From an optimization exercise on the open Yosys and OpenROAD flow, aimed at small area, a short achievable clock period and few clock cycles per item; shortcuts taken in it are not production practice.
The RTL was checked by simulation tests, not by an equivalence proof against the original design.
Power figures rest on the tool's default switching activity, not on a simulated workload.

==> design/flow/config.mk <==
export PLATFORM = sky130hd
export DESIGN_NAME = hw3_0516310
export DESIGN_NICKNAME = hw3_0516310
export VERILOG_FILES = /design/flow/design.v
export SDC_FILE = /design/flow/constraint.sdc
export NUM_CORES = 4
export LEC_CHECK = 0
export ABC_CLOCK_PERIOD_IN_PS = 2500
export CAP_MARGIN = 20
export CORE_MARGIN = 2
export CORE_UTILIZATION = 40
export SETUP_SLACK_MARGIN = 2.5
export SLEW_MARGIN = 20
==> design/flow/constraint.sdc <==
create_clock -name core_clock -period 5.0 [get_ports {clk}]
set_input_delay 1.0000 -clock core_clock [delete_from_list [all_inputs] [get_ports {clk}]]
set_output_delay 1.0000 -clock core_clock [all_outputs]
set_load 0.01 [all_outputs]
==> design/flow/design.v <==
module hw3_0516310(
	input clk,
	input enable,
	input [79:0] inbits,
	output [34:0] out_text,
	output reg valid);
	reg [79:0] sr;        
	reg loaded;           
	reg started;          
	reg [2:0] ph;         
	reg [2:0] n;          
	reg [12:0] code_r;    
	reg [27:0] out_hi;    
	wire [22:0] s;
	genvar k;
	generate for (k = 0; k < 23; k = k + 1) begin : g_s
		assign s[k] = sr[79-k];
	end endgenerate
	integer i, j;
	reg [19:0] m;         
	reg [7:0] live;
	always @* begin
		for (i = 0; i < 8; i = i + 1) live[i] = (i >= ph);
		for (i = 0; i < 20; i = i + 1) m[i] = s[i] & (i >= 8 || live[i]);
	end
	reg [20:0] gap, first;
	reg seen, any;
	always @* begin
		seen = started;
		for (i = 0; i <= 20; i = i + 1) begin
			gap[i] = seen & ~(s[i] | s[i+1] | s[i+2]);
			if (i < 8) gap[i] = gap[i] & live[i];
			seen = seen | s[i];
		end
		any = 1'b0;
		for (i = 0; i <= 20; i = i + 1) begin
			first[i] = gap[i] & ~any;
			any = any | gap[i];
		end
	end
	wire found = |gap;
	reg [12:0] code;
	always @* begin
		code = 13'd0;
		for (i = 1; i <= 20; i = i + 1)
			for (j = 0; j < 13; j = j + 1)
				if (j < i) code[j] = code[j] | (first[i] & m[i-1-j]);
	end
	wire st0 = |gap[4:0];
	wire st16 = found ? ~(|gap[12:0]) : ~started & ~(|s[15:0]);
	wire st8 = ~st0 & ~st16;
	reg [2:0] phn;
	always @* begin
		phn = 3'd0;
		for (i = 0; i <= 20; i = i + 1)
			if (first[i]) phn = phn | ((i + 3) % 8);
	end
	wire [79:0] nxt = ({80{~loaded}} & inbits)
	                | ({80{loaded & st0}} & sr)
	                | ({80{loaded & st8}} & {sr[71:0], 8'b0})
	                | ({80{loaded & st16}} & {sr[63:0], 16'b0});
	reg [6:0] letter;
	always @* begin
		case (code_r)
			13'b10111         : letter = 7'd65;
			13'b111010101     : letter = 7'd66;
			13'b11101011101   : letter = 7'd67;
			13'b1110101       : letter = 7'd68;
			13'b1             : letter = 7'd69;
			13'b101011101     : letter = 7'd70;
			13'b111011101     : letter = 7'd71;
			13'b1010101       : letter = 7'd72;
			13'b101           : letter = 7'd73;
			13'b1011101110111 : letter = 7'd74;
			13'b111010111     : letter = 7'd75;
			13'b101110101     : letter = 7'd76;
			13'b1110111       : letter = 7'd77;
			13'b11101         : letter = 7'd78;
			13'b11101110111   : letter = 7'd79;
			13'b10111011101   : letter = 7'd80;
			13'b1110111010111 : letter = 7'd81;
			13'b1011101       : letter = 7'd82;
			13'b10101         : letter = 7'd83;
			13'b111           : letter = 7'd84;
			13'b1010111       : letter = 7'd85;
			13'b101010111     : letter = 7'd86;
			13'b101110111     : letter = 7'd87;
			13'b11101010111   : letter = 7'd88;
			13'b1110101110111 : letter = 7'd89;
			13'b11101110101   : letter = 7'd90;
			default           : letter = 7'd0;
		endcase
	end
	wire emit = loaded & found & (n != 3'd5);
	assign out_text = {out_hi, letter};
	always @(posedge clk) begin
		sr <= nxt;
		if (emit) begin
			code_r <= code;
			out_hi <= {out_hi[20:0], letter};
		end
		if (!enable) begin
			loaded <= 1'b0;
			started <= 1'b0;
			ph <= 3'd0;
			n <= 3'd0;
			valid <= 1'b0;
		end else begin
			loaded <= 1'b1;
			if (loaded) begin
				started <= started | found | (|s[7:0]);
				ph <= phn;
			end
			if (emit) n <= n + 3'd1;
			if (emit && n == 3'd4) valid <= 1'b1;
		end
	end
endmodule
==> design/flow/run.sh <==
#!/bin/bash
# synth_recipe.tcl (not shown) runs the flow's synth.tcl, then flattens the netlist and writes it again
# the make line also repeats each setting of config.mk as NAME=value (left out here)
make -C /OpenROAD-flow-scripts/flow DESIGN_CONFIG=/design/flow/config.mk WORK_HOME=/design/flow/orfs CLKGATE_MAP_FILE= SYNTH_SCRIPT=/design/flow/synth_recipe.tcl finish
==> impl_metrics.env, run 1 <==
export IMPL_max_slew_margin_pct=39.5
export IMPL_r2r_slack_ns=2.09
export IMPL_num_cts_buffers=17
export IMPL_avgSynthCellArea_um2=8.83
export IMPL_io_buffer_count=112
export IMPL_met3_usage_pct=6.64
export IMPL_grt_pass1_vias=8995
export IMPL_max_stage_delay_ns=0.41
export IMPL_route_detailed_wl_per_inst_um=23.4
export IMPL_grt_met2_usage_pct=48.5
export IMPL_hold_path_class="reg -> reg"
export IMPL_cts_sinks=126
export IMPL_grt_overflow_total=0
export IMPL_detailed_route_via_count=9347
export IMPL_sw_frac_of_total_pct=46.7
export IMPL_period_needed_ns=3.38
export IMPL_gp_congestion=0.960
export IMPL_dominantRegCellSynth="sky130_fd_sc_hd__dfxtp_1"
export IMPL_cts_htree_levels=4
export IMPL_sequential_cell_area_fraction_in_the_yosys_report_pct=35.0
export IMPL_worstSkewPairLatency_ns=0.42
export IMPL_power_report_internal_total_w=0.00602
export IMPL_power_clock_fraction_pct=12.0
export IMPL_synthArstFlopShare_pct=0
export IMPL_setup_viol_count_final=0
export IMPL_synth_distinct_cells=74
export IMPL_groute_usage_overall_pct=30.1
export IMPL_post_route_fraction_of_the_period_consumed_by_the_critical_path_pct=67.5
export IMPL_clock_skew_final_ns=0.0141
export IMPL_run_status="complete, no violations"
export IMPL_p_switching_w=0.00527
export IMPL_ctsRootBufferMaster="sky130_fd_sc_hd__clkbuf_16"
export IMPL_num_antenna_cells=0
export IMPL_slowest_stage="sky130_fd_sc_hd__edfxtp_1"
export IMPL_worst_hold_path_num_cells=0
export IMPL_worst_path_most_repeated_cell="sky130_fd_sc_hd__buf_4"
export IMPL_timing_max_transition_violations_final=0
export IMPL_cts_tree="done"
export IMPL_power_sequential_fraction_pct=22.0
export IMPL_hpwlAfterDp_um=19600
export IMPL_rsz0062_at_grt="true"
export IMPL_postSynthRegisterBits=126
export IMPL_timing_worst_setup_path_type="reg -> out"
export IMPL_floorplan_io_pins=118
export IMPL_critPathLaunchType="flip-flop"
export IMPL_die_area_mm2=0.0218
export IMPL_vdd_ir_drop_worst_mv=0.593
export IMPL_grt_most_used_layer="met2"
export IMPL_grt_antenna_before_repair=2
export IMPL_grt_pass1_wl_um=51300
export IMPL_path_cells="buf_6 > nor4_4 > nor2b_4 > nand3_2 > nor2_2 > buf_4 > buf_4 > buf_4 > buf_6 > a21boi_2 > nand4_1 > buf_2"
export IMPL_final_hold_violation_count=0
export IMPL_synth_edff_count=37
export IMPL_initial_core_util_pct=40.8
export IMPL_detail_route_iter0_violations=962
export IMPL_mapped_cell_area_mm2=0.00827
export IMPL_grt_start_max_net_pins=94
export IMPL_power_leakage_nw=5.08
export IMPL_core_mm2=0.0202
export IMPL_drv_max_cap_violation_count=0
export IMPL_fp_dieH_um=148
export IMPL_cts_hold_buf=0
export IMPL_layout_drive_gt1_share_pct=42.4
export IMPL_detail_route_drc_violations=0
export IMPL_die_w_um=148
export IMPL_crit_path_max_fanout=2
export IMPL_r2r_worst_path_cells=10
export IMPL_setup_tns_ns=0
export IMPL_final_core_density_pct=65.4
export IMPL_flow_area_growth_from_synthesis_pct=60.2
export IMPL_post_synth_inst_count=936
export IMPL_worst_setup_path_end_kind="output pin"
export IMPL_fin_nets=1239
export IMPL_detail_route_first_pass_iterations=8
export IMPL_groute_layer_met1_usage_pct=38.6
export IMPL_row_cnt=52
export IMPL_cts_max_path_buffers=2
export IMPL_critPathArrivalTime_ns=2.38
export IMPL_max_slew_worst_pin_slew_ns=0.905
export IMPL_crit_required_ns=4.00
export IMPL_power_density_cell_area_mw_per_mm2=853
export IMPL_max_clock_freq_ghz=0.296
export IMPL_wl_um=33600
export IMPL_ys_warn_count=13
export IMPL_post_drt_via_cell_ratio=6.51
export IMPL_power_share_combinational_pct=66.0
export IMPL_detail_route_antenna_nets=0
export IMPL_clk_pin_slew_worst_paths_ns=0.06
-- cell type report --
class | count | area (um^2)
tap | 270 | 338
clock buffer | 22 | 517
multi-input combinational | 711 | 6270
timing repair buffer | 286 | 3000
fill | 1559 | 7000
inverter | 11 | 45.0
timing repair inverter | 1 | 5.00
clock inverter | 9 | 115
sequential | 126 | 2950
-- state kept, by name, indices dropped and copies added (netlist names) --
name and count:
code_r 13, loaded 1, n 3, out_hi 24, ph 3, sr 80
started 1, valid 1
-- layout by cell type, fill, tap and decap left out, types with 9 or more instances in the layout --
| master | Yosys | layout |
|---|---|---|
| sky130_fd_sc_hd__dfxtp_1 | 89 | 71 |
| sky130_fd_sc_hd__clkdlybuf4s50_1 | 0 | 106 |
| sky130_fd_sc_hd__o22ai_1 | 23 | 23 |
| sky130_fd_sc_hd__buf_16 | 0 | 13 |
| sky130_fd_sc_hd__o21ai_0 | 80 | 73 |
| sky130_fd_sc_hd__clkbuf_16 | 0 | 19 |
| sky130_fd_sc_hd__buf_4 | 6 | 111 |
| sky130_fd_sc_hd__nand3_2 | 0 | 12 |
| sky130_fd_sc_hd__edfxtp_1 | 37 | 37 |
| sky130_fd_sc_hd__nand2_4 | 0 | 40 |
| sky130_fd_sc_hd__nor3_1 | 23 | 9 |
| sky130_fd_sc_hd__inv_1 | 11 | 9 |
| sky130_fd_sc_hd__and2_1 | 13 | 11 |
| sky130_fd_sc_hd__a21oi_1 | 32 | 24 |
| sky130_fd_sc_hd__buf_12 | 0 | 15 |
| sky130_fd_sc_hd__o221ai_2 | 50 | 63 |
| sky130_fd_sc_hd__mux2i_1 | 63 | 63 |
| sky130_fd_sc_hd__a22o_1 | 15 | 14 |
| sky130_fd_sc_hd__nand4_1 | 12 | 12 |
| sky130_fd_sc_hd__nor2_1 | 45 | 39 |
| sky130_fd_sc_hd__o211ai_1 | 10 | 10 |
| sky130_fd_sc_hd__nand2_1 | 117 | 53 |
| sky130_fd_sc_hd__buf_6 | 7 | 34 |
| sky130_fd_sc_hd__nand2_2 | 0 | 24 |
| sky130_fd_sc_hd__nand3_1 | 40 | 26 |
| sky130_fd_sc_hd__a22oi_1 | 22 | 18 |
| sky130_fd_sc_hd__dfxtp_4 | 0 | 13 |
-- power groups by stage --
stage | logic, W | clock network [W] | registers, W
floorplan | 0.00360 | 0 | 0.00203
global placement | 0.00429 | 0 | 0.00246
detailed placement | 0.00429 | 0 | 0.00247
CTS | 0.00670 | 0.00136 | 0.00244
global route | 0.00779 | 0.00140 | 0.00254
finish | 0.00745 | 0.00135 | 0.00249
-- cells in the mapped netlist (14+ instances only) --
| library cell | n | area (um^2) |
|---|---|---|
| sky130_fd_sc_hd__o221ai_1 | 15 | 131 |
| sky130_fd_sc_hd__o21ai_0 | 80 | 400 |
| sky130_fd_sc_hd__nor3_1 | 23 | 115 |
| sky130_fd_sc_hd__buf_2 | 14 | 70.1 |
| sky130_fd_sc_hd__nand2_1 | 117 | 439 |
| sky130_fd_sc_hd__o22ai_1 | 23 | 144 |
| sky130_fd_sc_hd__a22o_1 | 15 | 131 |
| sky130_fd_sc_hd__a21oi_1 | 32 | 160 |
| sky130_fd_sc_hd__o221ai_2 | 50 | 751 |
| sky130_fd_sc_hd__nand3_1 | 40 | 200 |
| sky130_fd_sc_hd__nor2_1 | 45 | 169 |
| sky130_fd_sc_hd__mux2i_1 | 63 | 631 |
| sky130_fd_sc_hd__edfxtp_1 | 37 | 1110 |
| sky130_fd_sc_hd__dfxtp_1 | 89 | 1780 |
| sky130_fd_sc_hd__a22oi_1 | 22 | 165 |
| sky130_fd_sc_hd__clkbuf_1 | 66 | 248 |
-- routing by layer --
layer	part of all wire (%)	up-vias
met3	8.6	153
li1	-	4109
met5	0.024	-
met1	39	4530
met2	47	553
met4	5.0	2
-- critical path, delay by kind of cell, from the launching register on --
family                 cells  cell delay (ns)
and+or+nand+nor            5             0.83
DFF                        1             0.41
buffers and inverters      6             0.66
AOI/OAI and AO/OA          1             0.04
-- cell families after synthesis --
logic type,share of synthesized area (%)
AO/OA/AOI/OAI,31.6
XOR/XNOR,0.106
adder cells (fa/ha/maj),0.454
buffers and inverters,5.93
flip-flops,35.0
multiplexers,7.63
other,0.0454
AND/OR/NAND/NOR,19.2
-- worst paths after layout --
path	start	endpoint
setup / recovery	code_r[10]	out_text[6]
hold reg to reg	out_hi[20]	out_hi[27]
hold / removal	out_hi[20]	out_hi[27]
setup reg to reg	sr[78]	code_r[3]
-- stage by stage --
stage | hold slack (ns) | setup WS, ns | cell area, um^2 | power [W] | std cells
floorplan | 0.442 | 2.03 | 8740 | 0.00563 | 940
CTS | 0.446 | 1.62 | 12800 | 0.0105 | 1413
global route | 0.461 | 1.45 | 13200 | 0.0117 | 1436
global placement | 0.431 | 1.30 | 9780 | 0.00675 | 1237
detailed placement | 0.434 | 1.21 | 9780 | 0.00676 | 1237
finish | 0.444 | 1.62 | 13200 | 0.0113 | 1436
-- what timing repair did --
item	4_1_cts	5_1_grt
pin swaps	70	48
setup buffers	127	23
cloned	18	0
resized for setup	262	62
setup endpoints to repair	144	144
Testbench counts, summed over its fixed seeds: cycles 29,937, items 4,000.
==> run 2: changes to the inputs <==
==> design/flow/flow/run.sh (new file) <==
#!/bin/bash
# The standard layout, with the port buffers made from the smallest buffer
# (buf_1) instead of the one buffer_ports picks by itself.
set -euo pipefail
bash standard.sh finish \
  "BUFFER_PORTS_ARGS=-buffer_cell sky130_fd_sc_hd__buf_1" \
  > standard.log 2>&1
==> design/flow/standard.sh (new file) <==
#!/bin/bash
# synth_recipe.tcl (not shown) runs the flow's synth.tcl, then flattens the netlist and writes it again
# the make line also repeats each setting of config.mk as NAME=value (left out here)
make -C /OpenROAD-flow-scripts/flow DESIGN_CONFIG=/design/flow/config.mk WORK_HOME=/design/flow/orfs CLKGATE_MAP_FILE= SYNTH_SCRIPT=/design/flow/synth_recipe.tcl "${@:-finish}"
==> design/flow/config.mk (replaced) <==
export PLATFORM = sky130hd
export DESIGN_NAME = hw3_0516310
export DESIGN_NICKNAME = hw3_0516310
export VERILOG_FILES = /design/flow/design.v
export SDC_FILE = /design/flow/constraint.sdc
export NUM_CORES = 4
export LEC_CHECK = 0
export ABC_CLOCK_PERIOD_IN_PS = 3000
export CAP_MARGIN = 20
export CORE_MARGIN = 2
export CORE_UTILIZATION = 40
export SETUP_SLACK_MARGIN = 1.5
export SLEW_MARGIN = 20
removed: design/flow/run.sh
==> run 2 against run 1 <==
  * Largest power group unchanged
  * Critical path depth shrank 4
  * Largest cell class unchanged
  * Still clean
  * Synthesized cell count is the same
  * Worst hold slack is essentially flat
  * Flip-flop and latch count is the same
==> impl_metrics.env, run 2 <==
export IMPL_run_status="complete, no violations"
export IMPL_yosys_area_top_type="sky130_fd_sc_hd__dfxtp_1"
export IMPL_ctsRootBufferMaster="sky130_fd_sc_hd__clkbuf_16"
export IMPL_cts_max_path_buffers=2
export IMPL_grt_overflow_total=0
export IMPL_hold_path_startpoint="out_hi[15]"
export IMPL_setup_tns_ns=0
export IMPL_detail_route_antenna_nets=0
export IMPL_cts_tree="done"
export IMPL_layout_commonest_cell="sky130_fd_sc_hd__nand2_1"
export IMPL_fin_nets=1085
export IMPL_registers_top_by_ff_count="sr"
export IMPL_synth_area_leaders="sky130_fd_sc_hd__dfxtp_1, sky130_fd_sc_hd__edfxtp_1, sky130_fd_sc_hd__o221ai_2"
export IMPL_crit_required_ns=4.00
export IMPL_setup_viol_count_final=0
export IMPL_flip_flop_count_of_the_largest_register_all_copies_and_words_added=80
export IMPL_io_buffer_count=112
export IMPL_period_needed_ns=3.45
export IMPL_worst_setup_path_end_kind="output pin"
export IMPL_post_route_fraction_of_the_period_consumed_by_the_critical_path_pct=69.0
export IMPL_power_leakage_nw=3.26
export IMPL_synth_edff_count=37
export IMPL_floorplan_io_pins=118
export IMPL_postSynthRegisterBits=126
export IMPL_top_family_by_delay_on_critical_path="simple AND/OR/NAND/NOR gates"
export IMPL_clock_skew_final_ns=0.0100
export IMPL_rsz0062_at_grt="true"
export IMPL_detail_route_iter0_violations=905
export IMPL_timing_max_transition_violations_final=0
export IMPL_drv_max_cap_violation_count=0
export IMPL_cts_htree_levels=4
export IMPL_critPathBufInv=1
export IMPL_cts_sinks=126
export IMPL_grt_met2_usage_pct=38.6
export IMPL_sequential_cell_area_fraction_in_the_yosys_report_pct=35.0
export IMPL_max_clock_freq_ghz=0.290
export IMPL_cts_hold_buf=0
export IMPL_mapped_cell_area_mm2=0.00827
export IMPL_grt_most_used_layer="met2"
export IMPL_vdd_ir_drop_worst_mv=0.496
export IMPL_groute_layer_met1_usage_pct=30.2
export IMPL_ys_warn_count=13
export IMPL_max_slew_worst_pin_slew_ns=1.06
export IMPL_yosys_cell_count_top_type="sky130_fd_sc_hd__nand2_1"
export IMPL_top_cell_type_s_share_of_synthesized_area_pct=21.6
export IMPL_detail_route_drc_violations=0
export IMPL_worstSkewPairLatency_ns=0.42
export IMPL_avgSynthCellArea_um2=8.83
export IMPL_core_mm2=0.0202
export IMPL_power_density_cell_area_mw_per_mm2=812
export IMPL_hpwlAfterDp_um=18200
export IMPL_num_cts_buffers=17
export IMPL_die_w_um=148
export IMPL_dominantRegCellSynth="sky130_fd_sc_hd__dfxtp_1"
export IMPL_post_drt_via_cell_ratio=6.26
export IMPL_place_area_mm2=0.00874
export IMPL_worstReg2RegStart="sr[75]"
export IMPL_gp_congestion=0.959
export IMPL_groute_usage_overall_pct=23.3
export IMPL_critPathArrivalTime_ns=2.45
export IMPL_synthArstFlopShare_pct=0
export IMPL_layout_top_registers="sr: 80 flops, out_hi: 24 flops, code_r: 13 flops"
export IMPL_die_area_mm2=0.0218
export IMPL_final_hold_violation_count=0
export IMPL_max_slew_margin_pct=29.3
export IMPL_initial_core_util_pct=40.8
export IMPL_wl_um=26200
export IMPL_slowest_stage="sky130_fd_sc_hd__edfxtp_1"
export IMPL_grt_antenna_before_repair=1
export IMPL_most_frequent_cells_in_the_layout="sky130_fd_sc_hd__nand2_1, sky130_fd_sc_hd__buf_1, sky130_fd_sc_hd__dfxtp_1"
export IMPL_fill_cells=2006
export IMPL_netlist_top_cells_count="sky130_fd_sc_hd__nand2_1, sky130_fd_sc_hd__dfxtp_1, sky130_fd_sc_hd__o21ai_0"
export IMPL_fp_dieH_um=148
export IMPL_route_detailed_wl_per_inst_um=20.4
export IMPL_grt_pass1_vias=7551
export IMPL_finalInstanceArea_mm2=0.00950
export IMPL_row_cnt=52
export IMPL_grt_start_max_net_pins=91
export IMPL_met3_usage_pct=5.15
export IMPL_clk_pin_slew_worst_paths_ns=0.06
export IMPL_post_synth_inst_count=936
export IMPL_detail_route_first_pass_iterations=6
export IMPL_hold_path_class="reg -> reg"
export IMPL_synth_distinct_cells=74
export IMPL_timing_worst_setup_path_type="reg -> out"
export IMPL_grt_pass1_wl_um=41000
export IMPL_crit_path_max_fanout=9
export IMPL_detailed_route_via_count=8038
export IMPL_layout_drive_gt1_share_pct=14.1
export IMPL_path_cells="nand2_2 > nor3b_2 > and2_1 > a22o_1 > a31oi_1 > and3_1 > nand2_1 > buf_2"
export IMPL_critPathLaunchType="flip-flop"
export IMPL_worst_setup_path_startpoint="code_r[6]"
export IMPL_max_stage_delay_ns=0.55
export IMPL_flow_area_growth_from_synthesis_pct=15.0
==> run 2: cell counts after synthesis <==
Identical to the previous run, type by type.
==> run 2: final timing paths <==
| check | slack [ns] | to | depth (start not counted) |
|---|---|---|---|
| max reg2reg | 1.72 | code_r[5] | 7 |
| min | 0.44 | out_hi[22] | 0 |
| min reg2reg | 0.44 | out_hi[22] | 0 |
| max | 1.55 | out_text[2] | 8 |
==> run 2: timing repair <==
action	4_1_cts	5_1_grt
setup buffers	4	4
gates resized for setup	9	16
gates cloned	0	1
setup endpoints to repair	37	99
pin swaps	1	0
==> run 2: kinds of logic after synthesis <==
| group | share of synthesized area [%] |
|---|---|
| compound gates | 31.6 |
| xor+xnor | 0.106 |
| fa+ha+maj | 0.454 |
| buf+inv | 5.93 |
| flops | 35.0 |
| mux | 7.63 |
| other cells | 0.0454 |
| simple gates | 19.2 |
==> run 2: where the power goes <==
part,switching [W],total (W),leakage (nW),internal [W]
Clock,0.000497,0.00125,0.295,0.000757
Sequential,0.000654,0.00231,1.12,0.00166
Combinational,0.00266,0.00415,1.84,0.00149
Total,0.00381,0.00772,3.26,0.00391
==> run 2: cell type report <==
cell class,count,area (um^2),share of cell area (%)
diodes,1,2.50,0.0263
inverters,11,41.3,0.434
clock inverters,14,154,1.62
flip-flops and latches,126,2900,30.5
repair buffers,136,628,6.61
multi-input cells,708,5000,52.6
clock buffers,18,439,4.62
well taps,270,338,3.55
==> run 2: per-stage QoR <==
stage / hold WS [ns] / util, % / power [W] / setup slack, ns / std cells
after floorplan: 0.442 / - / 0.00523 / 1.70 / 940
after global placement: 0.430 / 43.2 / 0.00625 / 1.42 / 1242
after detailed placement: 0.438 / 43.2 / 0.00625 / 1.32 / 1242
after CTS: 0.446 / 46.5 / 0.00756 / 1.50 / 1278
after global routing: 0.461 / 47.0 / 0.00818 / 1.44 / 1284
final: 0.444 / 47.0 / 0.00772 / 1.55 / 1284
==> run 2: metal layers <==
layer	up-vias	share of wire [%]
met5	-	0
met4	0	2.8
met3	65	6.8
met2	342	48
met1	3855	43
li1	3776	-
==> run 2: worst reg2reg max path: stages, from the launching register on <==
cell                        delay [ns]
sky130_fd_sc_hd__dfxtp_1          0.42
sky130_fd_sc_hd__nor4_2           0.51
sky130_fd_sc_hd__nand3_1          0.20
sky130_fd_sc_hd__o21ai_0          0.75
sky130_fd_sc_hd__o22a_1           0.24
sky130_fd_sc_hd__a221oi_1         0.09
sky130_fd_sc_hd__a2111oi_0        0.65
sky130_fd_sc_hd__nand3_1          0.14
==> run 3: changes to the inputs <==
==> design/flow/flow/run.sh (replaced) <==
#!/bin/bash
# The standard layout, with the port buffers made from the smallest buffer
# (buf_1) instead of the one buffer_ports picks by itself, and power
# recovery (downsizing cells off the critical paths) after global routing.
set -euo pipefail
bash standard.sh finish \
  "BUFFER_PORTS_ARGS=-buffer_cell sky130_fd_sc_hd__buf_1" \
  RECOVER_POWER=100 \
  > standard.log 2>&1
==> run 3 against run 2 <==
  * Fmax decreased by 15%
  * First-iteration DRC count rose by 0.11%
  * Cell count unchanged
  * Largest cell class unchanged
  * Worst hold slack about the same
  * Routed wire length is essentially flat
  * Clock skew about the same
  * Non-clock buffer count unchanged
  * Highest routed layer unchanged
  * Die area stayed put
  * Synthesized cell count is the same
  * Still clean on timing, DRC and antenna
  * Final area down 4.3%
==> impl_metrics.env, run 3 <==
export IMPL_cts_tree="done"
export IMPL_dominantRegCellSynth="sky130_fd_sc_hd__dfxtp_1"
export IMPL_power_leakage_nw=3.18
export IMPL_rsz0062_at_grt="true"
export IMPL_max_slew_margin_pct=30.1
export IMPL_detailed_route_via_count=8048
export IMPL_initial_core_util_pct=40.8
export IMPL_vdd_ir_drop_worst_mv=0.411
export IMPL_yosys_area_top_type="sky130_fd_sc_hd__dfxtp_1"
export IMPL_grt_overflow_total=0
export IMPL_worst_hold_path_num_cells=0
export IMPL_clk_pin_slew_worst_paths_ns=0.06
export IMPL_detail_route_antenna_nets=0
export IMPL_critPathLaunchType="flip-flop"
export IMPL_ys_warn_count=13
export IMPL_cts_hold_buf=0
export IMPL_path_cells="clkbuf_1 > or2_2 > or3_1 > a221oi_1 > and2_0 > nand4_1 > o22ai_1 > nor2_1 > clkbuf_16 > o221ai_1"
export IMPL_run_status="complete, no violations"
export IMPL_power_density_cell_area_mw_per_mm2=796
export IMPL_sequential_cell_area_fraction_in_the_yosys_report_pct=35.0
export IMPL_num_cts_buffers=17
export IMPL_pre_cts_ws_ns=1.32
export IMPL_hpwlAfterDp_um=18200
export IMPL_hold_path_startpoint="out_hi[15]"
export IMPL_final_hold_violation_count=0
export IMPL_hold_path_class="reg -> reg"
export IMPL_final_core_density_pct=45.0
export IMPL_flow_area_growth_from_synthesis_pct=10.1
export IMPL_max_stage_delay_ns=0.64
export IMPL_netlist_top_cells_count="sky130_fd_sc_hd__nand2_1, sky130_fd_sc_hd__dfxtp_1, sky130_fd_sc_hd__o21ai_0"
export IMPL_layout_top_registers="sr: 80 flops, out_hi: 24 flops, code_r: 13 flops"
export IMPL_power_clock_fraction_pct=17.4
export IMPL_power_share_combinational_pct=50.8
export IMPL_worstReg2RegStart="sr[70]"
export IMPL_postSynthRegisterBits=126
export IMPL_worst_setup_path_end_kind="flip-flop"
export IMPL_grt_pass1_vias=7551
export IMPL_setup_ws_ns=0.938
export IMPL_power_report_internal_total_w=0.00369
export IMPL_die_w_um=148
export IMPL_clock_skew_final_ns=0.0103
export IMPL_drv_max_cap_violation_count=0
export IMPL_die_area_mm2=0.0218
export IMPL_r2r_slack_ns=0.94
export IMPL_fill_cells=2083
export IMPL_register_area_mm2=0.00290
export IMPL_r2r_worst_path_cells=10
export IMPL_post_synth_inst_count=936
export IMPL_period_needed_ns=4.06
export IMPL_setup_tns_ns=0
export IMPL_io_buffer_count=112
export IMPL_cts_max_path_buffers=2
export IMPL_detail_route_drc_violations=0
export IMPL_ctsRootBufferMaster="sky130_fd_sc_hd__clkbuf_16"
export IMPL_detail_route_iter0_violations=906
export IMPL_synth_area_leaders="sky130_fd_sc_hd__dfxtp_1, sky130_fd_sc_hd__edfxtp_1, sky130_fd_sc_hd__o221ai_2"
export IMPL_critPathArrivalTime_ns=4.37
export IMPL_synth_distinct_cells=74
export IMPL_timing_worst_setup_path_type="reg -> reg"
export IMPL_yosys_cell_count_top_type="sky130_fd_sc_hd__nand2_1"
export IMPL_grt_pass1_wl_um=41000
export IMPL_worst_setup_path_startpoint="sr[70]"
export IMPL_groute_usage_overall_pct=23.3
export IMPL_flip_flop_count_of_the_largest_register_all_copies_and_words_added=80
export IMPL_fin_nets=1085
export IMPL_synth_edff_count=37
export IMPL_core_mm2=0.0202
export IMPL_mapped_cell_area_mm2=0.00827
export IMPL_min_delay_worst_endpoint="out_hi[22]"
export IMPL_timing_max_transition_violations_final=0
export IMPL_gp_congestion=0.959
export IMPL_cts_sinks=126
export IMPL_sw_frac_of_total_pct=49.0
export IMPL_grt_antenna_before_repair=1
export IMPL_fp_dieH_um=148
export IMPL_top_cell_type_s_share_of_synthesized_area_pct=21.6
export IMPL_grt_start_max_net_pins=91
export IMPL_setup_viol_count_final=0
export IMPL_max_clock_freq_ghz=0.246
export IMPL_most_frequent_cells_in_the_layout="sky130_fd_sc_hd__nand2_1, sky130_fd_sc_hd__buf_1, sky130_fd_sc_hd__dfxtp_1"
export IMPL_row_cnt=52
export IMPL_worstSkewPairLatency_ns=0.43
export IMPL_synthArstFlopShare_pct=0
export IMPL_multi_input_comb_area_mm2=0.00461
export IMPL_p_switching_w=0.00355
export IMPL_layout_drive_gt1_share_pct=8.09
export IMPL_crit_required_ns=5.31
export IMPL_max_slew_worst_pin_slew_ns=1.05
export IMPL_route_detailed_wl_per_inst_um=20.4
export IMPL_avgSynthCellArea_um2=8.83
export IMPL_cts_htree_levels=4
export IMPL_wl_um=26200
export IMPL_detail_route_first_pass_iterations=7
export IMPL_slowest_stage="sky130_fd_sc_hd__a221oi_1"
export IMPL_post_route_fraction_of_the_period_consumed_by_the_critical_path_pct=81.2
export IMPL_registers_top_by_ff_count="sr"
export IMPL_layout_commonest_cell="sky130_fd_sc_hd__nand2_1"
export IMPL_floorplan_io_pins=118
export IMPL_post_drt_via_cell_ratio=6.27
export IMPL_r2r_end="sr[72]"
export IMPL_power_sequential_fraction_pct=31.8
export IMPL_crit_path_max_fanout=29
run 3: cell counts after synthesis:
Identical to the previous run, type by type.
run 3: how the worst max path moves through the flow:
stage | endpoint
floorplan | code_r[0]
global placement | sr[72]
detailed placement | out_hi[14]
CTS | out_text[6]
global route | sr[72]
finish | sr[72]
run 3: worst max-delay path: cells and delay by family (launching register included):
kind | cells | cell delay (ns)
AOI/OAI and AO/OA | 3 | 1.27
buffers and inverters | 2 | 0.58
DFF | 1 | 0.43
and+or+nand+nor | 5 | 1.62
run 3: cell families after synthesis:
family	Yosys count	synth area share (%)
AOI/OAI and AO/OA	322	31.6
xor gates and xnor gates	1	0.106
adders and majority gates	3	0.454
buffers and inverters	106	5.93
DFF	126	35.0
muxes	63	7.63
other	1	0.0454
and+or+nand+nor	314	19.2
run 3: layout make-up:
type,instances,share of cell area (%)
multi-input cells,708,50.7
flip-flops and latches,126,31.8
repair buffers,136,6.75
clock buffers,18,4.83
well taps,270,3.71
clock inverters,14,1.69
inverters,11,0.454
diodes,1,0.0275
run 3: what timing repair did:
item / CTS / global route
gates cloned: 0 / 1
pin swaps: 1 / 0
endpoints found under the setup margin: 37 / 99
resized for setup: 9 / 16
buffers inserted: 4 / 4
run 3: metrics by stage:
step	area [um^2]	std cells	power (W)	hold slack [ns]
floorplan	8290	940	0.00523	0.442
global placement	8740	1242	0.00625	0.430
detailed placement	8740	1242	0.00625	0.438
CTS	9400	1278	0.00756	0.446
global route	9100	1284	0.00768	0.461
finish	9100	1284	0.00724	0.444
run 3: power by group through the flow:
stage	clock (W)	combinational [W]	sequential, W
after floorplan	0	0.00327	0.00196
after global placement	0	0.00394	0.00231
after detailed placement	0	0.00394	0.00231
after CTS	0.00128	0.00400	0.00228
after global routing	0.00132	0.00400	0.00237
final	0.00126	0.00368	0.00230
run 3: layer usage:
| metal | vias to the layer above | part of all wire (%) | routed length (um) | global-route usage [%] |
|---|---|---|---|---|
| met5 | - | 0 | 0 | 0 |
| met1 | 3875 | 43 | 11200 | 30.2 |
| li1 | 3771 | - | - | - |
| met3 | 55 | 7.1 | 1870 | 5.15 |
| met2 | 347 | 48 | 12500 | 38.6 |
| met4 | 0 | 2.3 | 613 | 8.08 |
==> run 4: changes to the inputs <==
==> design/flow/flow/run.sh (replaced) <==
#!/bin/bash
# The standard layout, with the port buffers made from the smallest buffer
# (buf_1) instead of the one buffer_ports picks by itself.
set -euo pipefail
bash standard.sh finish \
  "BUFFER_PORTS_ARGS=-buffer_cell sky130_fd_sc_hd__buf_1" \
  > standard.log 2>&1
--- a/design/flow/config.mk
+++ b/design/flow/config.mk
@@ -9,5 +9,7 @@
 export CAP_MARGIN = 20
 export CORE_MARGIN = 2
 export CORE_UTILIZATION = 40
-export SETUP_SLACK_MARGIN = 1.5
+export CTS_BUF_LIST = sky130_fd_sc_hd__clkbuf_4 sky130_fd_sc_hd__clkbuf_8
+export CTS_CLUSTER_SIZE = 30
+export SETUP_SLACK_MARGIN = 2.0
 export SLEW_MARGIN = 20
==> run 4 against run 3 <==
  * Synthesized cell count unchanged
  * Routed wire length up 2.7%
  * Sequential share of layout area down 2.5 points
  * Global-route usage up 0.71 points
  * Flip-flop and latch count unchanged
  * Register-to-register slack better by 1.2 ns
  * Combinational power up 28%
  * Clock power down 28%
  * Via count up 3.2%
  * First-iteration DRC count down 13%
  * Worst setup slack better by 0.67 ns
  * Critical path type is now reg -> out
  * Critical endpoint is now out_text[1]
  * Highest routed layer unchanged
==> impl_metrics.env, run 4 <==
export IMPL_gp_congestion=0.964
export IMPL_yosys_cell_count_top_type="sky130_fd_sc_hd__nand2_1"
export IMPL_cts_hold_buf=0
export IMPL_cts_htree_levels=4
export IMPL_mapped_cell_area_mm2=0.00827
export IMPL_worstReg2RegStart="sr[71]"
export IMPL_yosys_area_top_type="sky130_fd_sc_hd__dfxtp_1"
export IMPL_p_switching_w=0.00404
export IMPL_die_area_mm2=0.0218
export IMPL_worst_path_most_repeated_cell="sky130_fd_sc_hd__buf_4"
export IMPL_post_route_fraction_of_the_period_consumed_by_the_critical_path_pct=67.9
export IMPL_synth_distinct_cells=74
export IMPL_cts_max_path_buffers=2
export IMPL_core_mm2=0.0202
export IMPL_min_delay_worst_endpoint="out_hi[23]"
export IMPL_detail_route_drc_violations=0
export IMPL_vdd_ir_drop_worst_mv=0.437
export IMPL_hpwlAfterDp_um=18000
export IMPL_power_clock_fraction_pct=11.3
export IMPL_cts_sinks=126
export IMPL_post_drt_via_cell_ratio=6.32
export IMPL_detail_route_antenna_nets=0
export IMPL_hold_path_class="reg -> reg"
export IMPL_drv_max_cap_violation_count=0
export IMPL_grt_pass1_vias=7859
export IMPL_clk_pin_slew_worst_paths_ns=0.08
export IMPL_max_slew_worst_pin_slew_ns=1.09
export IMPL_run_status="complete, no violations"
export IMPL_sw_frac_of_total_pct=50.3
export IMPL_synth_area_leaders="sky130_fd_sc_hd__dfxtp_1, sky130_fd_sc_hd__edfxtp_1, sky130_fd_sc_hd__o221ai_2"
export IMPL_flow_area_growth_from_synthesis_pct=20.2
export IMPL_floorplan_io_pins=118
export IMPL_timing_worst_setup_path_type="reg -> out"
export IMPL_layout_commonest_cell="sky130_fd_sc_hd__nand2_1"
export IMPL_timing_max_transition_violations_final=0
export IMPL_met3_usage_pct=5.96
export IMPL_rsz0062_at_grt="true"
export IMPL_ys_warn_count=13
export IMPL_power_sequential_fraction_pct=30.1
export IMPL_r2r_worst_path_cells=8
export IMPL_grt_antenna_before_repair=0
export IMPL_setup_tns_ns=0
export IMPL_netlist_top_cells_count="sky130_fd_sc_hd__nand2_1, sky130_fd_sc_hd__dfxtp_1, sky130_fd_sc_hd__o21ai_0"
export IMPL_setup_viol_count_final=0
export IMPL_cts_tree="done"
export IMPL_row_cnt=52
export IMPL_sequential_cell_area_fraction_in_the_yosys_report_pct=35.0
export IMPL_die_w_um=148
export IMPL_final_hold_violation_count=0
export IMPL_initial_core_util_pct=40.8
export IMPL_grt_met2_usage_pct=39.6
export IMPL_grt_pass1_wl_um=42000
export IMPL_grt_most_used_layer="met2"
export IMPL_max_stage_delay_ns=0.40
export IMPL_top_cell_type_s_share_of_synthesized_area_pct=21.6
export IMPL_fin_nets=1116
export IMPL_critPathLaunchType="flip-flop"
export IMPL_max_clock_freq_ghz=0.295
export IMPL_most_frequent_cells_in_the_layout="sky130_fd_sc_hd__nand2_1, sky130_fd_sc_hd__buf_1, sky130_fd_sc_hd__dfxtp_1"
export IMPL_route_detailed_wl_per_inst_um=20.5
export IMPL_worst_hold_path_num_cells=0
export IMPL_detailed_route_via_count=8305
export IMPL_wl_um=26900
export IMPL_fill_cells=1969
export IMPL_clock_skew_final_ns=0.0157
export IMPL_crit_path_max_fanout=4
export IMPL_r2r_slack_ns=2.09
export IMPL_dominantRegCellSynth="sky130_fd_sc_hd__dfxtp_1"
export IMPL_num_antenna_cells=0
export IMPL_synthArstFlopShare_pct=0
export IMPL_hold_path_startpoint="out_hi[16]"
export IMPL_power_share_combinational_pct=58.7
export IMPL_post_synth_inst_count=936
export IMPL_slowest_stage="sky130_fd_sc_hd__edfxtp_1"
export IMPL_fp_dieH_um=148
export IMPL_avgSynthCellArea_um2=8.83
export IMPL_io_buffer_count=112
export IMPL_max_slew_margin_pct=27.6
export IMPL_power_leakage_nw=3.42
export IMPL_registers_top_by_ff_count="sr"
export IMPL_synth_edff_count=37
export IMPL_path_cells="buf_4 > nand2_2 > nor4b_4 > buf_4 > a22o_1 > buf_4 > buf_4 > nor4_1 > nand2_1 > buf_2"
export IMPL_groute_layer_met1_usage_pct=30.1
export IMPL_crit_required_ns=4.00
export IMPL_r2r_end="code_r[11]"
export IMPL_postSynthRegisterBits=126
export IMPL_flip_flop_count_of_the_largest_register_all_copies_and_words_added=80
export IMPL_critPathArrivalTime_ns=2.40
export IMPL_layout_drive_gt1_share_pct=20.8
export IMPL_p_total_w=0.00803
export IMPL_detail_route_first_pass_iterations=5
export IMPL_ctsRootBufferMaster="sky130_fd_sc_hd__clkbuf_8"
export IMPL_worstSkewPairLatency_ns=0.46
export IMPL_grt_overflow_total=0
export IMPL_num_cts_buffers=17
export IMPL_power_density_cell_area_mw_per_mm2=808
export IMPL_power_report_internal_total_w=0.00399
export IMPL_detail_route_iter0_violations=791
export IMPL_worst_setup_path_end_kind="output pin"
export IMPL_layout_top_registers="sr: 80 flops, out_hi: 24 flops, code_r: 13 flops"
export IMPL_period_needed_ns=3.40
export IMPL_groute_usage_overall_pct=24.1
export IMPL_grt_start_max_net_pins=92
run 4: changes by cell type in the layout (fill, tap and decap cells not counted), sizes merged:
| cell | delta |
|---|---|
| inv | +1 |
| buf | +37 |
| clkinv | -2 |
| bufinv | -1 |
| clkdlybuf4s15 | +1 |
| nor2 | +1 |
| clkbuf | -8 |
| clkinvlp | +2 |
| diode | -1 |
run 4: worst max-delay path by stage:
stage | from | end | cells past startpoint | slack, ns
3_3_place_gp | sr[72] | sr[72] | 9 | 1.01
4_1_cts | code_r[10] | out_text[6] | 10 | 1.63
2_1_floorplan | sr[71] | code_r[0] | 7 | 2.01
6_report | code_r[10] | out_text[1] | 10 | 1.60
3_5_place_dp | sr[72] | sr[50] | 9 | 1.11
5_1_grt | code_r[4] | out_text[6] | 8 | 1.44
run 4: worst max-delay path: cells and delay by family, from the launching register on:
| family | cells | cell delay [ns] |
|---|---|---|
| AOI/OAI and AO/OA | 1 | 0.21 |
| buffers and inverters | 5 | 0.70 |
| DFF | 1 | 0.40 |
| and+or+nand+nor | 4 | 0.62 |
run 4: metal layers:
metal  up-vias  share of wire (%)
li1       3837                  -
met1      3928                 41
met2       431                 48
met3       109                7.0
met4         0                4.1
met5         -                  0
run 4: power by group through the flow:
stage | Sequential (W) | Clock [W] | Combinational, W
floorplan | 0.00197 | 0 | 0.00334
global placement | 0.00241 | 0 | 0.00390
detailed placement | 0.00241 | 0 | 0.00388
CTS | 0.00237 | 0.000927 | 0.00433
global route | 0.00248 | 0.000969 | 0.00505
finish | 0.00242 | 0.000904 | 0.00471
run 4: final cells by class:
class	instances	area, um^2	area share, %
Timing Repair Buffer	166	943	9.49
Inverter	11	41.3	0.416
Clock buffer	18	248	2.49
Sequential cell	126	2910	29.3
Multi-Input combinational cell	709	5310	53.4
Clock inverter	14	145	1.46
Tap cell	270	338	3.40
run 4: what timing repair did:
item	in CTS	in global routing
cloned	1	1
hold endpoints to repair	0	0
gates resized for setup	55	34
setup endpoints to repair	136	128
pin swaps	22	14
buffers inserted	33	11
run 4: logic make-up after synthesis:
| logic type | synth area share, % |
|---|---|
| DFF | 35.0 |
| other | 0.0454 |
| AOI/OAI and AO/OA | 31.6 |
| buffers and inverters | 5.93 |
| and+or+nand+nor | 19.2 |
| xor gates and xnor gates | 0.106 |
| adders and majority gates | 0.454 |
| muxes | 7.63 |
run 4: metrics by stage:
stage | setup slack, ns | std cells | cell area, um^2 | hold WS, ns | utilization, %
final | 1.60 | 1314 | 9940 | 0.449 | 49.1
after global routing | 1.44 | 1314 | 9940 | 0.458 | 49.1
after CTS | 1.63 | 1301 | 9660 | 0.451 | 47.8
after detailed placement | 1.11 | 1235 | 8780 | 0.431 | 43.4
after global placement | 1.01 | 1235 | 8780 | 0.427 | 43.4
after floorplan | 2.01 | 940 | 8370 | 0.442 | -
==> run 5: changes to the inputs <==
==> design/flow/config.mk (replaced) <==
export PLATFORM = sky130hd
export DESIGN_NAME = hw3_0516310
export DESIGN_NICKNAME = hw3_0516310
export VERILOG_FILES = /design/flow/design.v
export SDC_FILE = /design/flow/constraint.sdc
export NUM_CORES = 4
export LEC_CHECK = 0
export CAP_MARGIN = 20
export CORE_MARGIN = 2
export CORE_UTILIZATION = 40
export CTS_BUF_LIST = sky130_fd_sc_hd__clkbuf_4 sky130_fd_sc_hd__clkbuf_8
export CTS_CLUSTER_SIZE = 30
export SETUP_SLACK_MARGIN = 1.5
export SLEW_MARGIN = 20
==> run 5 against run 4 <==
  * Sequential power fell by 5%
  * Via count fell by 2.2%
  * Die area did not move
  * Highest routed layer unchanged
  * Critical path type unchanged
==> impl_metrics.env, run 5 <==
export IMPL_run_status="complete, no violations"
export IMPL_ys_warn_count=13
export IMPL_grt_pass1_vias=7600
export IMPL_cts_sinks=126
export IMPL_crit_required_ns=4.00
export IMPL_groute_usage_overall_pct=23.4
export IMPL_r2r_worst_path_cells=8
export IMPL_max_slew_worst_pin_slew_ns=1.05
export IMPL_hpwlAfterDp_um=18200
export IMPL_final_core_density_pct=46.1
export IMPL_r2r_end="ph[1]"
export IMPL_wl_met3_um=1870
export IMPL_yosys_area_top_type="sky130_fd_sc_hd__dfxtp_1"
export IMPL_most_frequent_cells_in_the_layout="sky130_fd_sc_hd__nand2_1, sky130_fd_sc_hd__buf_1, sky130_fd_sc_hd__dfxtp_1"
export IMPL_layout_commonest_cell="sky130_fd_sc_hd__nand2_1"
export IMPL_fin_nets=1086
export IMPL_core_mm2=0.0202
export IMPL_critPathLaunchType="flip-flop"
export IMPL_clk_pin_slew_worst_paths_ns=0.08
export IMPL_top_cell_type_s_share_of_synthesized_area_pct=21.6
export IMPL_hold_path_startpoint="out_hi[15]"
export IMPL_wl_um=26300
export IMPL_netlist_top_cells_count="sky130_fd_sc_hd__nand2_1, sky130_fd_sc_hd__dfxtp_1, sky130_fd_sc_hd__o21ai_0"
export IMPL_flip_flop_count_of_the_largest_register_all_copies_and_words_added=80
export IMPL_detail_route_first_pass_iterations=6
export IMPL_synth_area_leaders="sky130_fd_sc_hd__dfxtp_1, sky130_fd_sc_hd__edfxtp_1, sky130_fd_sc_hd__o221ai_2"
export IMPL_detailed_route_via_count=8124
export IMPL_postSynthRegisterBits=126
export IMPL_worst_hold_path_num_cells=0
export IMPL_io_buffer_count=112
export IMPL_setup_tns_ns=0
export IMPL_drt_met1_wl_um=11200
export IMPL_register_area_mm2=0.00290
export IMPL_row_cnt=52
export IMPL_synth_edff_count=37
export IMPL_multi_input_comb_area_mm2=0.00501
export IMPL_timing_worst_setup_path_type="reg -> out"
export IMPL_power_density_cell_area_mw_per_mm2=796
export IMPL_r2r_slack_ns=1.68
export IMPL_dominantRegCellSynth="sky130_fd_sc_hd__dfxtp_1"
export IMPL_wl_met2_um=12500
export IMPL_power_leakage_nw=3.18
export IMPL_sequential_cell_area_fraction_in_the_yosys_report_pct=35.0
export IMPL_mapped_cell_area_mm2=0.00827
export IMPL_num_cts_buffers=17
export IMPL_p_total_w=0.00742
export IMPL_grt_pass1_wl_um=41100
export IMPL_crit_path_max_fanout=3
export IMPL_ctsRootBufferMaster="sky130_fd_sc_hd__clkbuf_8"
export IMPL_synth_distinct_cells=74
export IMPL_floorplan_io_pins=118
export IMPL_die_area_mm2=0.0218
export IMPL_post_route_fraction_of_the_period_consumed_by_the_critical_path_pct=68.1
export IMPL_cts_tree="done"
export IMPL_min_delay_worst_endpoint="out_hi[22]"
export IMPL_initial_core_util_pct=40.8
export IMPL_timing_max_transition_violations_final=0
export IMPL_gp_congestion=0.959
export IMPL_hold_path_class="reg -> reg"
export IMPL_avgSynthCellArea_um2=8.83
export IMPL_grt_start_max_net_pins=91
export IMPL_post_synth_inst_count=936
export IMPL_cts_hold_buf=0
export IMPL_worst_setup_path_end_kind="output pin"
export IMPL_period_needed_ns=3.41
export IMPL_worstSkewPairLatency_ns=0.46
export IMPL_cts_htree_levels=4
export IMPL_drv_max_cap_violation_count=0
export IMPL_clock_skew_final_ns=0.0197
export IMPL_grt_antenna_before_repair=1
export IMPL_registers_top_by_ff_count="sr"
export IMPL_detail_route_drc_violations=0
export IMPL_setup_viol_count_final=0
export IMPL_flow_area_growth_from_synthesis_pct=12.9
export IMPL_rsz0062_at_grt="true"
export IMPL_layout_drive_gt1_share_pct=14.2
export IMPL_cts_max_path_buffers=2
export IMPL_layout_top_registers="sr: 80 flops, out_hi: 24 flops, code_r: 13 flops"
export IMPL_die_w_um=148
export IMPL_max_clock_freq_ghz=0.294
export IMPL_critPathArrivalTime_ns=2.41
export IMPL_detail_route_iter0_violations=945
export IMPL_detail_route_antenna_nets=0
export IMPL_synthArstFlopShare_pct=0
export IMPL_worstReg2RegStart="sr[77]"
export IMPL_topRoutingLayerUsed="met4"
export IMPL_vdd_ir_drop_worst_mv=0.464
export IMPL_yosys_cell_count_top_type="sky130_fd_sc_hd__nand2_1"
export IMPL_route_detailed_wl_per_inst_um=20.5
export IMPL_grt_overflow_total=0
export IMPL_fill_cells=2044
export IMPL_fp_dieH_um=148
export IMPL_final_hold_violation_count=0
export IMPL_post_drt_via_cell_ratio=6.32
export IMPL_max_slew_margin_pct=30.1
## run 5: cell counts after synthesis
No cell type changed its count.
## run 5: layer usage
layer / vias to the layer above / global-route usage [%]
li1: 3775 / -
met1: 3924 / 30.1
met2: 352 / 39.0
met3: 73 / 5.06
met4: 0 / 7.79
met5: - / 0
## run 5: worst max-delay path by stage
stage                        to       start  cells after the start  slack, ns
floorplan             code_r[0]      sr[71]                      7       1.70
global placement         sr[72]      sr[79]                     10       1.42
detailed placement   out_hi[14]      sr[69]                      7       1.32
CTS                 out_text[6]   code_r[6]                      8       1.52
global route        out_text[6]  code_r[12]                      8       1.47
finish              out_text[2]  code_r[12]                     10       1.59
## run 5: cell families (layout without fill, tap and decap cells)
group / count (synthesis) / after routing / synth area share [%]
buffers and inverters: 106 / 180 / 5.93
other: 1 / 6 / 0.0454
and+or+nand+nor: 314 / 314 / 19.2
DFF: 126 / 126 / 35.0
adders and majority gates: 3 / 3 / 0.454
muxes: 63 / 63 / 7.63
xor gates and xnor gates: 1 / 1 / 0.106
AOI/OAI and AO/OA: 322 / 322 / 31.6
## run 5: cell type report
cell class              instances  share of cell area [%]
repair buffers                137                    6.85
clock inverters                14                    1.65
multi-input cells             708                    53.7
inverters                      11                   0.443
flip-flops and latches        126                    31.1
well taps                     270                    3.62
diodes                          1                  0.0268
clock buffers                  18                    2.66
## run 5: metrics by stage
step / hold WS, ns / setup slack [ns] / area (um^2) / instances
2_1_floorplan: 0.442 / 1.70 / 8290 / 940
3_3_place_gp: 0.430 / 1.42 / 8740 / 1242
3_5_place_dp: 0.438 / 1.32 / 8740 / 1242
4_1_cts: 0.446 / 1.52 / 9230 / 1280
5_1_grt: 0.463 / 1.47 / 9330 / 1285
6_report: 0.451 / 1.59 / 9330 / 1285
## run 5: power by group
part           switching (W)  internal [W]
Combinational        0.00269       0.00151
Sequential          0.000650       0.00165
Clock               0.000456      0.000466
## run 5: what timing repair did
| item | in CTS | in global routing |
|---|---|---|
| pin swaps | 1 | 0 |
| setup buffers | 6 | 3 |
| gates resized for setup | 10 | 18 |
| setup endpoints to repair | 37 | 99 |
| gates cloned | 0 | 1 |
## run 5: worst max-delay path, cell delays in order, from the launching register on
cell and delay [ns]:
sky130_fd_sc_hd__edfxtp_1 0.42, sky130_fd_sc_hd__nor4_2 0.29, sky130_fd_sc_hd__buf_4 0.17, sky130_fd_sc_hd__nor2b_4 0.17, sky130_fd_sc_hd__nand3_2 0.13, sky130_fd_sc_hd__nor2_2 0.13, sky130_fd_sc_hd__a22o_1 0.17, sky130_fd_sc_hd__a31oi_1 0.06
sky130_fd_sc_hd__and3_1 0.18, sky130_fd_sc_hd__nand2_1 0.10, sky130_fd_sc_hd__buf_2 0.14
==> run 6: changes to the inputs <==
--- a/design/flow/config.mk
+++ b/design/flow/config.mk
@@ -10,5 +10,5 @@
 export CORE_UTILIZATION = 40
 export CTS_BUF_LIST = sky130_fd_sc_hd__clkbuf_4 sky130_fd_sc_hd__clkbuf_8
 export CTS_CLUSTER_SIZE = 30
-export SETUP_SLACK_MARGIN = 1.5
+export SETUP_SLACK_MARGIN = 1.0
 export SLEW_MARGIN = 20
==> run 6 against run 5 <==
  * Cell count is 0.78% lower
  * Area after synthesis stayed put
  * Critical path depth is 3 lower
  * Combinational power is 5% lower
  * Critical path type is now reg -> reg
  * Largest power group unchanged
  * Highest routed layer unchanged
==> impl_metrics.env, run 6 <==
export IMPL_detail_route_antenna_nets=0
export IMPL_groute_usage_overall_pct=23.2
export IMPL_cts_sinks=126
export IMPL_max_slew_margin_pct=29.2
export IMPL_hold_path_class="reg -> reg"
export IMPL_power_share_combinational_pct=55.4
export IMPL_synth_distinct_cells=74
export IMPL_route_detailed_wl_per_inst_um=20.1
export IMPL_die_area_mm2=0.0218
export IMPL_place_inst=1242
export IMPL_drv_max_cap_violation_count=0
export IMPL_layout_commonest_cell="sky130_fd_sc_hd__nand2_1"
export IMPL_cts_tree="done"
export IMPL_detail_route_drc_violations=0
export IMPL_power_leakage_nw=3.09
export IMPL_layout_drive_gt1_share_pct=11.8
export IMPL_num_cts_buffers=17
export IMPL_rsz0062_at_grt="false"
export IMPL_ctsRootBufferMaster="sky130_fd_sc_hd__clkbuf_8"
export IMPL_ys_warn_count=13
export IMPL_critPathArrivalTime_ns=3.84
export IMPL_yosys_cell_count_top_type="sky130_fd_sc_hd__nand2_1"
export IMPL_crit_path_max_fanout=30
export IMPL_fin_nets=1076
export IMPL_yosys_area_top_type="sky130_fd_sc_hd__dfxtp_1"
export IMPL_cts_htree_levels=4
export IMPL_final_hold_violation_count=0
export IMPL_sw_frac_of_total_pct=51.2
export IMPL_grt_overflow_total=0
export IMPL_detail_route_iter0_violations=967
export IMPL_final_core_density_pct=45.3
export IMPL_crit_required_ns=5.11
export IMPL_fill_cells=2050
export IMPL_row_cnt=52
export IMPL_timing_worst_setup_path_type="reg -> reg"
export IMPL_fp_dieH_um=148
export IMPL_netlist_top_cells_count="sky130_fd_sc_hd__nand2_1, sky130_fd_sc_hd__dfxtp_1, sky130_fd_sc_hd__o21ai_0"
export IMPL_initial_core_util_pct=40.8
export IMPL_wl_um=25700
export IMPL_layout_top_registers="sr: 80 flops, out_hi: 24 flops, code_r: 13 flops"
export IMPL_power_density_cell_area_mw_per_mm2=791
export IMPL_post_drt_via_cell_ratio=6.27
export IMPL_timing_max_transition_violations_final=0
export IMPL_mapped_cell_area_mm2=0.00827
export IMPL_vdd_ir_drop_worst_mv=0.451
export IMPL_most_frequent_cells_in_the_layout="sky130_fd_sc_hd__nand2_1, sky130_fd_sc_hd__buf_1, sky130_fd_sc_hd__dfxtp_1"
export IMPL_die_w_um=148
export IMPL_power_report_internal_total_w=0.00353
export IMPL_grt_antenna_before_repair=1
export IMPL_worst_setup_path_end_kind="flip-flop"
export IMPL_post_synth_inst_count=936
export IMPL_max_clock_freq_ghz=0.268
export IMPL_flip_flop_count_of_the_largest_register_all_copies_and_words_added=80
export IMPL_synth_edff_count=37
export IMPL_clk_pin_slew_worst_paths_ns=0.08
export IMPL_clock_skew_final_ns=0.0176
export IMPL_post_route_fraction_of_the_period_consumed_by_the_critical_path_pct=74.6
export IMPL_power_clock_fraction_pct=12.7
export IMPL_hpwlAfterDp_um=18200
export IMPL_grt_pass1_wl_um=40800
export IMPL_critPathLaunchType="flip-flop"
export IMPL_dominantRegCellSynth="sky130_fd_sc_hd__dfxtp_1"
export IMPL_floorplan_io_pins=118
export IMPL_avgSynthCellArea_um2=8.83
export IMPL_synth_area_leaders="sky130_fd_sc_hd__dfxtp_1, sky130_fd_sc_hd__edfxtp_1, sky130_fd_sc_hd__o221ai_2"
export IMPL_synthArstFlopShare_pct=0
export IMPL_power_sequential_fraction_pct=31.9
export IMPL_worstSkewPairLatency_ns=0.46
export IMPL_registers_top_by_ff_count="sr"
export IMPL_grt_start_max_net_pins=91
export IMPL_finish_cell_count_without_fillers=1275
export IMPL_post_cts_buffers=0
export IMPL_flow_area_growth_from_synthesis_pct=10.8
export IMPL_place_area_mm2=0.00874
export IMPL_io_buffer_count=112
export IMPL_detailed_route_via_count=7989
export IMPL_p_switching_w=0.00371
export IMPL_core_mm2=0.0202
export IMPL_period_needed_ns=3.73
export IMPL_cts_max_path_buffers=2
export IMPL_sequential_cell_area_fraction_in_the_yosys_report_pct=35.0
export IMPL_max_slew_worst_pin_slew_ns=1.06
export IMPL_top_cell_type_s_share_of_synthesized_area_pct=21.6
export IMPL_finalInstanceArea_mm2=0.00916
export IMPL_detail_route_first_pass_iterations=6
export IMPL_gp_congestion=0.959
export IMPL_grt_pass1_vias=7545
export IMPL_postSynthRegisterBits=126
export IMPL_setup_viol_count_final=0
export IMPL_run_status="complete, no violations"
export IMPL_setup_tns_ns=0
run 6: cell types whose count changed in the layout (fill, tap and decap cells not counted), moves of 2 or more:
| cell | delta |
|---|---|
| sky130_fd_sc_hd__buf_4 | -8 |
| sky130_fd_sc_hd__nor4b_2 | +2 |
| sky130_fd_sc_hd__nor2_2 | -2 |
| sky130_fd_sc_hd__buf_1 | +2 |
| sky130_fd_sc_hd__nor4b_4 | -2 |
| sky130_fd_sc_hd__nor3b_1 | +2 |
| sky130_fd_sc_hd__nor2_1 | +2 |
run 6: cell type report:
class | instances | area, um^2 | share of cell area [%]
multi-input combinational | 708 | 4930 | 53.9
tap | 270 | 338 | 3.69
clock inverter | 14 | 154 | 1.68
clock buffer | 18 | 248 | 2.70
antenna | 1 | 2.50 | 0.0273
sequential | 126 | 2900 | 31.6
inverter | 11 | 41.3 | 0.451
timing repair buffer | 127 | 546 | 5.96
run 6: metrics by stage:
stage	setup slack, ns	total power (W)	hold WS [ns]
floorplan	1.70	0.00523	0.442
global placement	1.42	0.00625	0.430
detailed placement	1.32	0.00625	0.438
CTS	1.17	0.00719	0.446
global route	1.02	0.00770	0.463
finish	1.27	0.00724	0.449
run 6: routing by layer:
layer / global-route usage (%) / up-vias / routed length (um) / part of all wire, %
li1: - / 3747 / - / -
met1: 30.1 / 3841 / 11100 / 43
met2: 38.5 / 339 / 12200 / 48
met3: 5.12 / 62 / 1720 / 6.7
met4: 7.60 / 0 / 635 / 2.5
met5: 0 / - / 0 / 0
run 6: worst paths after layout:
| check | from | to | slack [ns] | depth (start not counted) |
|---|---|---|---|---|
| worst max-delay path | sr[71] | code_r[7] | 1.27 | 7 |
| worst max register to register | sr[71] | code_r[7] | 1.27 | 7 |
| worst min-delay path | out_hi[15] | out_hi[22] | 0.45 | 0 |
| worst min register to register | out_hi[15] | out_hi[22] | 0.45 | 0 |
run 6: what timing repair did:
item,in CTS,in global routing
gates resized for setup,1,1
hold buffers,0,0
setup endpoints to repair,2,3
run 6: power groups by stage:
stage / registers, W / clock network (W) / logic (W)
floorplan: 0.00196 / 0 / 0.00327
global placement: 0.00231 / 0 / 0.00394
detailed placement: 0.00231 / 0 / 0.00394
CTS: 0.00229 / 0.000945 / 0.00395
global route: 0.00238 / 0.000985 / 0.00434
finish: 0.00231 / 0.000923 / 0.00401
run 6: kinds of logic (layout without fill, tap and decap cells):
family,Yosys count,after routing,synth area share (%)
other,1,6,0.0454
muxes,63,63,7.63
adders and majority gates,3,3,0.454
AOI/OAI and AO/OA,322,322,31.6
DFF,126,126,35.0
buffers and inverters,106,170,5.93
and+or+nand+nor,314,314,19.2
xor gates and xnor gates,1,1,0.106
run 6: worst max-delay path, cell delays in order (launching register included):
cell	delay [ns]
sky130_fd_sc_hd__dfxtp_1	0.78
sky130_fd_sc_hd__nor4_1	0.17
sky130_fd_sc_hd__and4_1	0.25
sky130_fd_sc_hd__nor3_1	0.58
sky130_fd_sc_hd__nor4_4	0.09
sky130_fd_sc_hd__and3_1	0.40
sky130_fd_sc_hd__a221oi_4	0.64
sky130_fd_sc_hd__buf_4	0.46
==> run 7: changes to the inputs <==
--- a/design/flow/config.mk
+++ b/design/flow/config.mk
@@ -10,5 +10,6 @@
 export CORE_UTILIZATION = 40
 export CTS_BUF_LIST = sky130_fd_sc_hd__clkbuf_4 sky130_fd_sc_hd__clkbuf_8
 export CTS_CLUSTER_SIZE = 30
-export SETUP_SLACK_MARGIN = 1.0
+export PLACE_DENSITY = 0.8
+export SETUP_SLACK_MARGIN = 1.5
 export SLEW_MARGIN = 20
==> run 7 against run 6 <==
  * Still clean
  * Core utilization grew 0.54 points
  * Combinational power grew 1%
  * Non-clock buffer count grew 6
  * Power grew 0.35%
  * Count of clock-buffer cells in the layout grew 2
  * Routed wire length shrank 0.51%
  * Cell count grew 0.39%
  * Sequential power is essentially flat
  * Critical path depth is the same
  * Worst setup slack gained 0.28 ns
  * Area after synthesis is the same
  * Critical path type unchanged
  * Highest routed layer unchanged
==> impl_metrics.env, run 7 <==
export IMPL_worstSkewPairLatency_ns=0.46
export IMPL_row_cnt=52
export IMPL_r2r_worst_path_cells=7
export IMPL_postSynthRegisterBits=126
export IMPL_drv_max_cap_violation_count=0
export IMPL_setup_viol_count_final=0
export IMPL_floorplan_io_pins=118
export IMPL_detail_route_antenna_nets=0
export IMPL_power_density_cell_area_mw_per_mm2=784
export IMPL_layout_commonest_cell="sky130_fd_sc_hd__nand2_1"
export IMPL_rsz0062_at_grt="true"
export IMPL_gp_congestion=0.966
export IMPL_most_frequent_cells_in_the_layout="sky130_fd_sc_hd__nand2_1, sky130_fd_sc_hd__buf_1, sky130_fd_sc_hd__dfxtp_1"
export IMPL_worstReg2RegStart="sr[72]"
export IMPL_mapped_cell_area_mm2=0.00827
export IMPL_synthArstFlopShare_pct=0
export IMPL_grt_pass1_wl_um=40600
export IMPL_top_cell_type_s_share_of_synthesized_area_pct=21.6
export IMPL_setup_tns_ns=0
export IMPL_detail_route_first_pass_iterations=6
export IMPL_fin_nets=1082
export IMPL_cts_tree="done"
export IMPL_crit_required_ns=5.16
export IMPL_layout_drive_gt1_share_pct=13.9
export IMPL_yosys_area_top_type="sky130_fd_sc_hd__dfxtp_1"
export IMPL_critPathLaunchType="flip-flop"
export IMPL_yosys_cell_count_top_type="sky130_fd_sc_hd__nand2_1"
export IMPL_hold_path_class="reg -> reg"
export IMPL_detailed_route_via_count=8238
export IMPL_worst_hold_path_num_cells=0
export IMPL_period_needed_ns=3.45
export IMPL_netlist_top_cells_count="sky130_fd_sc_hd__nand2_1, sky130_fd_sc_hd__dfxtp_1, sky130_fd_sc_hd__o21ai_0"
export IMPL_synth_edff_count=37
export IMPL_cts_hold_buf=0
export IMPL_max_slew_worst_pin_slew_ns=0.834
export IMPL_hold_path_startpoint="out_hi[11]"
export IMPL_crit_path_max_fanout=18
export IMPL_clk_pin_slew_worst_paths_ns=0.09
export IMPL_grt_overflow_total=0
export IMPL_setup_ws_ns=1.55
export IMPL_groute_usage_overall_pct=23.1
export IMPL_r2r_end="code_r[5]"
export IMPL_post_synth_inst_count=936
export IMPL_fp_dieH_um=148
export IMPL_flow_area_growth_from_synthesis_pct=12.1
export IMPL_hpwlAfterDp_um=17900
export IMPL_pre_cts_ws_ns=1.24
export IMPL_timing_max_transition_violations_final=0
export IMPL_cts_max_path_buffers=2
export IMPL_final_hold_violation_count=0
export IMPL_place_inst=1239
export IMPL_avgSynthCellArea_um2=8.83
export IMPL_grt_start_max_net_pins=101
export IMPL_worst_setup_path_end_kind="flip-flop"
export IMPL_grt_antenna_before_repair=0
export IMPL_finish_cell_count_without_fillers=1280
export IMPL_synth_area_leaders="sky130_fd_sc_hd__dfxtp_1, sky130_fd_sc_hd__edfxtp_1, sky130_fd_sc_hd__o221ai_2"
export IMPL_critPathArrivalTime_ns=3.61
export IMPL_detail_route_iter0_violations=1027
export IMPL_max_slew_margin_pct=43.0
export IMPL_synth_distinct_cells=74
export IMPL_cts_htree_levels=4
export IMPL_registers_top_by_ff_count="sr"
export IMPL_vdd_ir_drop_worst_mv=0.601
export IMPL_initial_core_util_pct=40.8
export IMPL_sequential_cell_area_fraction_in_the_yosys_report_pct=35.0
export IMPL_max_clock_freq_ghz=0.290
export IMPL_final_core_density_pct=45.8
export IMPL_layout_top_registers="sr: 80 flops, out_hi: 24 flops, code_r: 13 flops"
export IMPL_num_cts_buffers=17
export IMPL_core_mm2=0.0202
export IMPL_run_status="complete, no violations"
export IMPL_ys_warn_count=13
export IMPL_post_drt_via_cell_ratio=6.44
export IMPL_die_area_mm2=0.0218
export IMPL_detail_route_drc_violations=0
export IMPL_clock_skew_final_ns=0.0216
export IMPL_flip_flop_count_of_the_largest_register_all_copies_and_words_added=80
export IMPL_r2r_slack_ns=1.55
export IMPL_p_total_w=0.00727
export IMPL_ctsRootBufferMaster="sky130_fd_sc_hd__clkbuf_8"
export IMPL_dominantRegCellSynth="sky130_fd_sc_hd__dfxtp_1"
export IMPL_power_leakage_nw=3.15
export IMPL_wl_um=25500
export IMPL_route_detailed_wl_per_inst_um=19.9
export IMPL_grt_pass1_vias=7746
export IMPL_io_buffer_count=112
export IMPL_timing_worst_setup_path_type="reg -> reg"
export IMPL_num_antenna_cells=0
export IMPL_cts_sinks=126
export IMPL_post_route_fraction_of_the_period_consumed_by_the_critical_path_pct=69.0
export IMPL_die_w_um=148
export IMPL_min_delay_worst_endpoint="out_hi[18]"
-- run 7: cell counts after synthesis --
No cell type changed its count.
-- run 7: critical path, stage by stage, from the launching register on --
cell and delay, ns:
sky130_fd_sc_hd__dfxtp_1 0.56, sky130_fd_sc_hd__a2111oi_0 0.76, sky130_fd_sc_hd__a21oi_1 0.12, sky130_fd_sc_hd__a21oi_1 0.24, sky130_fd_sc_hd__or4_1 0.46, sky130_fd_sc_hd__a221oi_1 0.09
sky130_fd_sc_hd__a2111oi_0 0.75, sky130_fd_sc_hd__nand3_1 0.16
-- run 7: cells by family after synthesis --
family / share of synthesized area, %
mux: 7.63
fa+ha+maj: 0.454
other cells: 0.0454
buf+inv: 5.93
xor+xnor: 0.106
simple gates: 19.2
flops: 35.0
compound gates: 31.6
-- run 7: worst max path at each step --
stage,from,endpoint,cells after the start
floorplan,sr[71],code_r[0],7
global placement,sr[69],out_hi[21],7
detailed placement,sr[69],out_hi[21],7
CTS,code_r[12],out_text[6],10
global route,sr[72],code_r[5],7
finish,sr[72],code_r[5],7
-- run 7: power by group --
group	leakage [nW]	internal, W	switching [W]
registers	1.12	0.00165	0.000690
clock network	0.192	0.000388	0.000473
logic	1.84	0.00146	0.00260
total	3.15	0.00350	0.00377
-- run 7: final cells by class --
| type | instances | area [um^2] |
|---|---|---|
| Clock inverter | 12 | 97.6 |
| Sequential cell | 126 | 2900 |
| Clock buffer | 20 | 269 |
| Inverter | 11 | 41.3 |
| Multi-Input combinational cell | 708 | 5020 |
| Fill cell | 1923 | 11000 |
| Timing Repair Buffer | 133 | 602 |
| Tap cell | 270 | 338 |
-- run 7: per-stage QoR --
| step | cell area [um^2] | hold WS (ns) |
|---|---|---|
| 3_5_place_dp | 8720 | 0.440 |
| 4_1_cts | 9180 | 0.462 |
| 5_1_grt | 9270 | 0.475 |
| 6_report | 9270 | 0.458 |
| 3_3_place_gp | 8720 | 0.435 |
| 2_1_floorplan | 8290 | 0.442 |
-- run 7: per-layer routing --
metal	global-route usage [%]	up-vias	wire [um]
li1	-	3775	-
met1	28.2	3869	9970
met2	38.2	500	12000
met3	5.93	94	2460
met4	10.7	0	1060
met5	0	-	0
-- run 7: what timing repair did --
action / in CTS / in global routing
setup buffers: 7 / 2
endpoints found under the setup margin: 33 / 129
resized for setup: 8 / 21
pin swaps: 1 / 3

Re-timed with assumed drivers on the ports (clkbuf_16 on the clock, buf_2 on other inputs), run 7 has 1.545 ns of setup slack against 1.550 ns with ideal ports, and 1.550 ns once port delays also move by the mid clock arrival of 0.490 ns.
